From an optimization exercise on the open Yosys and OpenROAD flow, aimed at small area; shortcuts taken in it are not production practice. In this exercise RTL edits were held to simulation tests only and were not proved equivalent to the original. Power and IR drop assume default switching activity.

Design ee354_mastermind_top_A7, start of the top module:
module ee354_mastermind_top_A7(
    input  wire       ClkPort,
    input  wire       Reset,
    input  wire       BtnL, BtnU, BtnD, BtnR, BtnC,
    input  wire       Sw5, Sw4, Sw3, Sw2, Sw1, Sw0,
    input  wire [11:0] Answer,
    output wire       hSync, vSync,
    output wire [3:0] vgaR, vgaG, vgaB
);
Size: about 880 cells after synthesis, ~39 I/O pins, ~0.0085 sq mm of cells after synthesis.
==> module ee354_debouncer, before the edit <==
module ee354_debouncer(CLK, RESET, PB, SCEN);
  input  CLK, RESET, PB;
  output SCEN;
  localparam [2:0]
    INI   = 3'd7,
    W84   = 3'd4,
    WS    = 3'd2,
    MCEN  = 3'd0,
    CCEN  = 3'd3,
    MCONT = 3'd1,
    CCR   = 3'd5,
    WFCR  = 3'd6;
  reg       scen;       
  reg [2:0] st;         
  reg [7:0] cnt;        
  reg [2:0] mc;         
  assign SCEN = scen;
  wire t8   = cnt[7];
  wire t128 = cnt[7] & cnt[5] & cnt[4] & cnt[2] & cnt[1];
  always @(posedge CLK or posedge RESET) begin
    if (RESET) begin
      scen <= 1'b0;
      st   <= INI;
    end else if (scen) begin
      scen <= 1'b0;
      st   <= WS;
    end else begin
      case (st)
        INI:   if (PB) st <= W84;
        W84:   if (!PB) st <= INI;
               else if (t8) begin scen <= 1'b1; st <= INI; end
        WS:    if (!PB) st <= CCR;
               else if (t128) st <= MCEN;
        MCEN:  st <= CCEN;
        CCEN:  if (!PB) st <= CCR;
               else if (t128) st <= (mc == 3'd0) ? MCONT : MCEN;
        MCONT: if (!PB) st <= CCR;
        CCR:   st <= WFCR;
        WFCR:  if (PB) st <= WS;
               else if (t8) st <= INI;
      endcase
    end
  end
  wire clr_cnt = scen | (st == INI) | (st == MCEN) | (st == CCR);
  wire clr_mc  = !scen & ((st == INI) | (st == CCR));
  wire inc_mc  = scen | (st == MCEN);
  always @(posedge CLK) begin
    if (clr_cnt) cnt <= 8'd0;
    else         cnt <= {cnt[6:0], ~(cnt[7] ^ cnt[4])};
    if (clr_mc)      mc <= 3'd0;
    else if (inc_mc) mc <= mc + 3'd1;
  end
endmodule
==> module mastermind_vga, before the edit <==
module mastermind_vga (
    input             clk,
    input             bright,
    input       [9:0] hc,
    input       [9:0] vc,
    input      [59:0] frozen,
    input      [11:0] board,
    input       [2:0] guess_num,
    input             q_Input,
    input       [1:0] cursor_index,
    input       [2:0] current_color,
    input             q_DoneC,
    output reg        r, g, b
);
  wire [1:0] col = hc[7:6];
  wire [5:0] hx  = hc[5:0];
  wire [2:0] row = vc[8:6];
  wire [5:0] dy  = vc[5:0];
  wire in_x = hc[9] & ~hc[8] & (hc[7:3] != 5'd0) & (hc[7:3] != 5'd31);
  wire in_y = vc[9] & (row < 3'd5 || (row == 3'd5 && dy < 6'd48));
  wire in_grid = in_x & in_y;
  reg       on_line;
  reg [4:0] half;       
  always @* begin
    on_line = 1'b0; half = 5'd0;
    case (dy)
      6'd8: begin on_line = 1'b1; half = 5'd0; end
      6'd9: begin on_line = 1'b1; half = 5'd5; end
      6'd10: begin on_line = 1'b1; half = 5'd7; end
      6'd11: begin on_line = 1'b1; half = 5'd9; end
      6'd12: begin on_line = 1'b1; half = 5'd10; end
      6'd13: begin on_line = 1'b1; half = 5'd11; end
      6'd14: begin on_line = 1'b1; half = 5'd12; end
      6'd15: begin on_line = 1'b1; half = 5'd13; end
      6'd16: begin on_line = 1'b1; half = 5'd13; end
      6'd17: begin on_line = 1'b1; half = 5'd14; end
      6'd18: begin on_line = 1'b1; half = 5'd14; end
      6'd19: begin on_line = 1'b1; half = 5'd15; end
      6'd20: begin on_line = 1'b1; half = 5'd15; end
      6'd21: begin on_line = 1'b1; half = 5'd15; end
      6'd22: begin on_line = 1'b1; half = 5'd15; end
      6'd23: begin on_line = 1'b1; half = 5'd15; end
      6'd24: begin on_line = 1'b1; half = 5'd16; end
      6'd25: begin on_line = 1'b1; half = 5'd15; end
      6'd26: begin on_line = 1'b1; half = 5'd15; end
      6'd27: begin on_line = 1'b1; half = 5'd15; end
      6'd28: begin on_line = 1'b1; half = 5'd15; end
      6'd29: begin on_line = 1'b1; half = 5'd15; end
      6'd30: begin on_line = 1'b1; half = 5'd14; end
      6'd31: begin on_line = 1'b1; half = 5'd14; end
      6'd32: begin on_line = 1'b1; half = 5'd13; end
      6'd33: begin on_line = 1'b1; half = 5'd13; end
      6'd34: begin on_line = 1'b1; half = 5'd12; end
      6'd35: begin on_line = 1'b1; half = 5'd11; end
      6'd36: begin on_line = 1'b1; half = 5'd10; end
      6'd37: begin on_line = 1'b1; half = 5'd9; end
      6'd38: begin on_line = 1'b1; half = 5'd7; end
      6'd39: begin on_line = 1'b1; half = 5'd5; end
      6'd40: begin on_line = 1'b1; half = 5'd0; end
      default: ;
    endcase
  end
  wire       sx = hx[5];
  wire [4:0] fx = sx ? hx[4:0] : ~hx[4:0];
  reg lt, eq;
  integer i;
  always @* begin
    lt = 1'b0; eq = 1'b1;
    for (i = 4; i >= 0; i = i - 1) begin
      lt = lt | (eq & ~fx[i] & half[i]);
      eq = eq & ~(fx[i] ^ half[i]);
    end
  end
  wire circ = on_line & (lt | (sx & eq));
  wire [3:0] cs = 4'b1 << col;
  wire [7:0] rs = 8'b1 << row;
  reg  [2:0] peg;
  integer j, k;
  always @* begin
    peg = 3'd0;
    for (j = 0; j < 5; j = j + 1)
      for (k = 0; k < 4; k = k + 1)
        peg = peg | ({3{rs[j] & cs[k] & (j < guess_num)}} & frozen[j*12 + k*3 +: 3]);
    for (k = 0; k < 4; k = k + 1)
      peg = peg | ({3{(row == guess_num) & cs[k]}} & board[k*3 +: 3]);
  end
  wire active = q_Input && (row == guess_num);
  wire cursor = active && (col == cursor_index);
  wire border = (hx < 6'd10) || (hx >= 6'd54) || (dy < 6'd2) || (dy >= 6'd46);
  reg [2:0] c;
  always @* begin
    if (circ && peg != 3'd0)  c = peg;
    else if (circ && cursor)  c = current_color;
    else                      c = 3'd0;
  end
  wire cr = (c == 3'd4) || (c == 3'd5) || (c == 3'd6);
  wire cg = (c == 3'd2) || (c == 3'd3) || (c == 3'd5);
  wire cb = (c == 3'd1) || (c == 3'd3) || (c == 3'd6);
  wire white = active && border;
  always @(posedge clk) begin
    r <= bright & ~q_DoneC & in_grid & (cr | white);
    g <= bright & (q_DoneC | (in_grid & (cg | white)));
    b <= bright & ~q_DoneC & in_grid & (cb | white);
  end
endmodule
clock: 14.0 ns
lec_check: 0
cap_margin: 20
core_margin: 2
core_utilization: 65
place_density: 0.8
slew_margin: 20
standard.sh (not shown) runs the stock make flow with config.mk's settings and CLKGATE_MAP_FILE= SYNTH_SCRIPT=/design/flow/synth_recipe.tcl, a recipe that flattens the netlist after the stock synthesis.
==> flow/flow/run.sh <==
#!/bin/bash
# Own layout flow: the standard flow (standard.sh) with these changes to
# how the layout is made:
#  - after the standard synthesis (unchanged), its combinational cells are
#    mapped again for area by ABC (remap.tcl); registers keep their
#    instances, names and cell types;
#  - ports are buffered with buf_1 instead of the resizer's default pick;
#  - CTS uses small clock buffers and inserts no dummy loads.
# Logs: flow_synth.log, flow_comb_cells.log, flow_remap.log, flow_layout.log
# in this folder, and
# the ORFS logs under orfs/logs.
set -euo pipefail
here=$(pwd)
res="$here/orfs/results/${FLOW_PLATFORM}/ee354_mastermind_top_A7/base"
bash standard.sh synth > "$here/flow_synth.log" 2>&1
cp "$res/1_2_yosys.v" "$here/standard_synth.v"
export LIB="$FLOW_HOME/platforms/sky130hd/lib/sky130_fd_sc_hd__tt_025C_1v80.lib"
export COMB_CELLS="$here/comb_cells.v"
yosys -c "$here/flow/comb_cells.tcl" > "$here/flow_comb_cells.log" 2>&1
NET_IN="$here/standard_synth.v" NET_OUT="$here/remapped.v" TOP="$FLOW_TOP" \
ABC_SCRIPT="$here/flow/area.abc" \
DONT_USE="sky130_fd_sc_hd__probe_p_8 sky130_fd_sc_hd__probec_p_8 sky130_fd_sc_hd__lpflow_*" \
  yosys -c "$here/flow/remap.tcl" > "$here/flow_remap.log" 2>&1
cp "$here/remapped.v" "$res/1_2_yosys.v"
rm -f "$res/1_synth.odb" "$res/1_synth.sdc"
export BUFFER_PORTS_ARGS="-buffer_cell sky130_fd_sc_hd__buf_1"
export CTS_ARGS="-sink_clustering_enable -repair_clock_nets -dont_use_dummy_load -sink_clustering_size 16 -buf_list {sky130_fd_sc_hd__clkbuf_8 sky130_fd_sc_hd__clkbuf_4}"
bash standard.sh > "$here/flow_layout.log" 2>&1
Other scripts of this flow, unchanged in this note and not shown: flow/flow/area.abc, flow/flow/comb_cells.tcl, flow/flow/remap.tcl
Rerun with:
--- a/flow/design.v
+++ b/flow/design.v
@@ -3,16 +3,20 @@
   output SCEN;
   localparam [2:0]
-    INI   = 3'd7,
-    W84   = 3'd4,
-    WS    = 3'd2,
-    MCEN  = 3'd0,
-    CCEN  = 3'd3,
-    MCONT = 3'd1,
-    CCR   = 3'd5,
-    WFCR  = 3'd6;
+    INI   = 3'd2,
+    W84   = 3'd3,
+    WS    = 3'd5,
+    MCEN  = 3'd4,
+    CCEN  = 3'd7,
+    MCONT = 3'd6,
+    CCR   = 3'd0,
+    WFCR  = 3'd1;
   reg       scen;       
   reg [2:0] st;         
-  reg [7:0] cnt;        
-  reg [2:0] mc;         
+  localparam [7:0] CNT_INV = 8'h55;
+  localparam [2:0] MC_INV  = 3'd5;
+  reg  [7:0] cnt_q;
+  reg  [2:0] mc_q;
+  wire [7:0] cnt = cnt_q ^ CNT_INV;    
+  wire [2:0] mc  = mc_q ^ MC_INV;      
   assign SCEN = scen;
   wire t8   = cnt[7];
@@ -46,8 +50,8 @@
   wire inc_mc  = scen | (st == MCEN);
   always @(posedge CLK) begin
-    if (clr_cnt) cnt <= 8'd0;
-    else         cnt <= {cnt[6:0], ~(cnt[7] ^ cnt[4])};
-    if (clr_mc)      mc <= 3'd0;
-    else if (inc_mc) mc <= mc + 3'd1;
+    if (clr_cnt) cnt_q <= CNT_INV;
+    else         cnt_q <= {cnt[6:0], ~(cnt[7] ^ cnt[4])} ^ CNT_INV;
+    if (clr_mc)      mc_q <= MC_INV;
+    else if (inc_mc) mc_q <= (mc + 3'd1) ^ MC_INV;
   end
 endmodule
@@ -208,16 +212,8 @@
   end
   wire circ = on_line & (lt | (sx & eq));
-  wire [3:0] cs = 4'b1 << col;
-  wire [7:0] rs = 8'b1 << row;
-  reg  [2:0] peg;
-  integer j, k;
-  always @* begin
-    peg = 3'd0;
-    for (j = 0; j < 5; j = j + 1)
-      for (k = 0; k < 4; k = k + 1)
-        peg = peg | ({3{rs[j] & cs[k] & (j < guess_num)}} & frozen[j*12 + k*3 +: 3]);
-    for (k = 0; k < 4; k = k + 1)
-      peg = peg | ({3{(row == guess_num) & cs[k]}} & board[k*3 +: 3]);
-  end
+  wire [71:0] rows  = {board, frozen};
+  wire [2:0]  row_s = (row == guess_num) ? 3'd5 : row;    
+  wire [11:0] row_w = rows[row_s*12 +: 12];
+  wire [2:0]  peg   = (row <= guess_num) ? row_w[col*3 +: 3] : 3'd0;
   wire active = q_Input && (row == guess_num);
   wire cursor = active && (col == cursor_index);
- worst setup slack improved by 400 ps
- first-iteration DRC count fell by roughly a tenth
- utilization barely changes
- global-route usage goes up by 0.19 points
- maximum frequency is higher by a little under a tenth
- final area rises slightly
- critical path depth stays the same
- combinational power falls by a little under a tenth
- die area went up slightly
- sequential power came out lower slightly
- power goes down by a few percent

-- static timing again, ports no longer ideal --
In the flow no input, the clock included, has a driving cell. The finished layouts below were timed again as built, in two steps.
Step 1 (the two cells are an assumption about what drives the block):
set clk [get_ports {ClkPort}]
set_driving_cell -lib_cell sky130_fd_sc_hd__clkbuf_16 $clk
set_driving_cell -lib_cell sky130_fd_sc_hd__buf_2 [delete_from_list [all_inputs] $clk]
Step 2 also shifts input and output timing later by t, the mid clock arrival at the registers, as if the neighbouring blocks saw the same clock.
Slacks: ideal ports / drivers / drivers and shift; pairs: ideal ports / drivers.
run	t, ns	setup WS [ns]	slew at the worst register clock pin (ns)
the first run	0.482	8.946 / 8.907 / 9.388	0.09 / 0.09
the second run	0.486	9.349 / 9.311 / 9.556	0.10 / 0.10
After both steps every run listed still meets setup and hold.
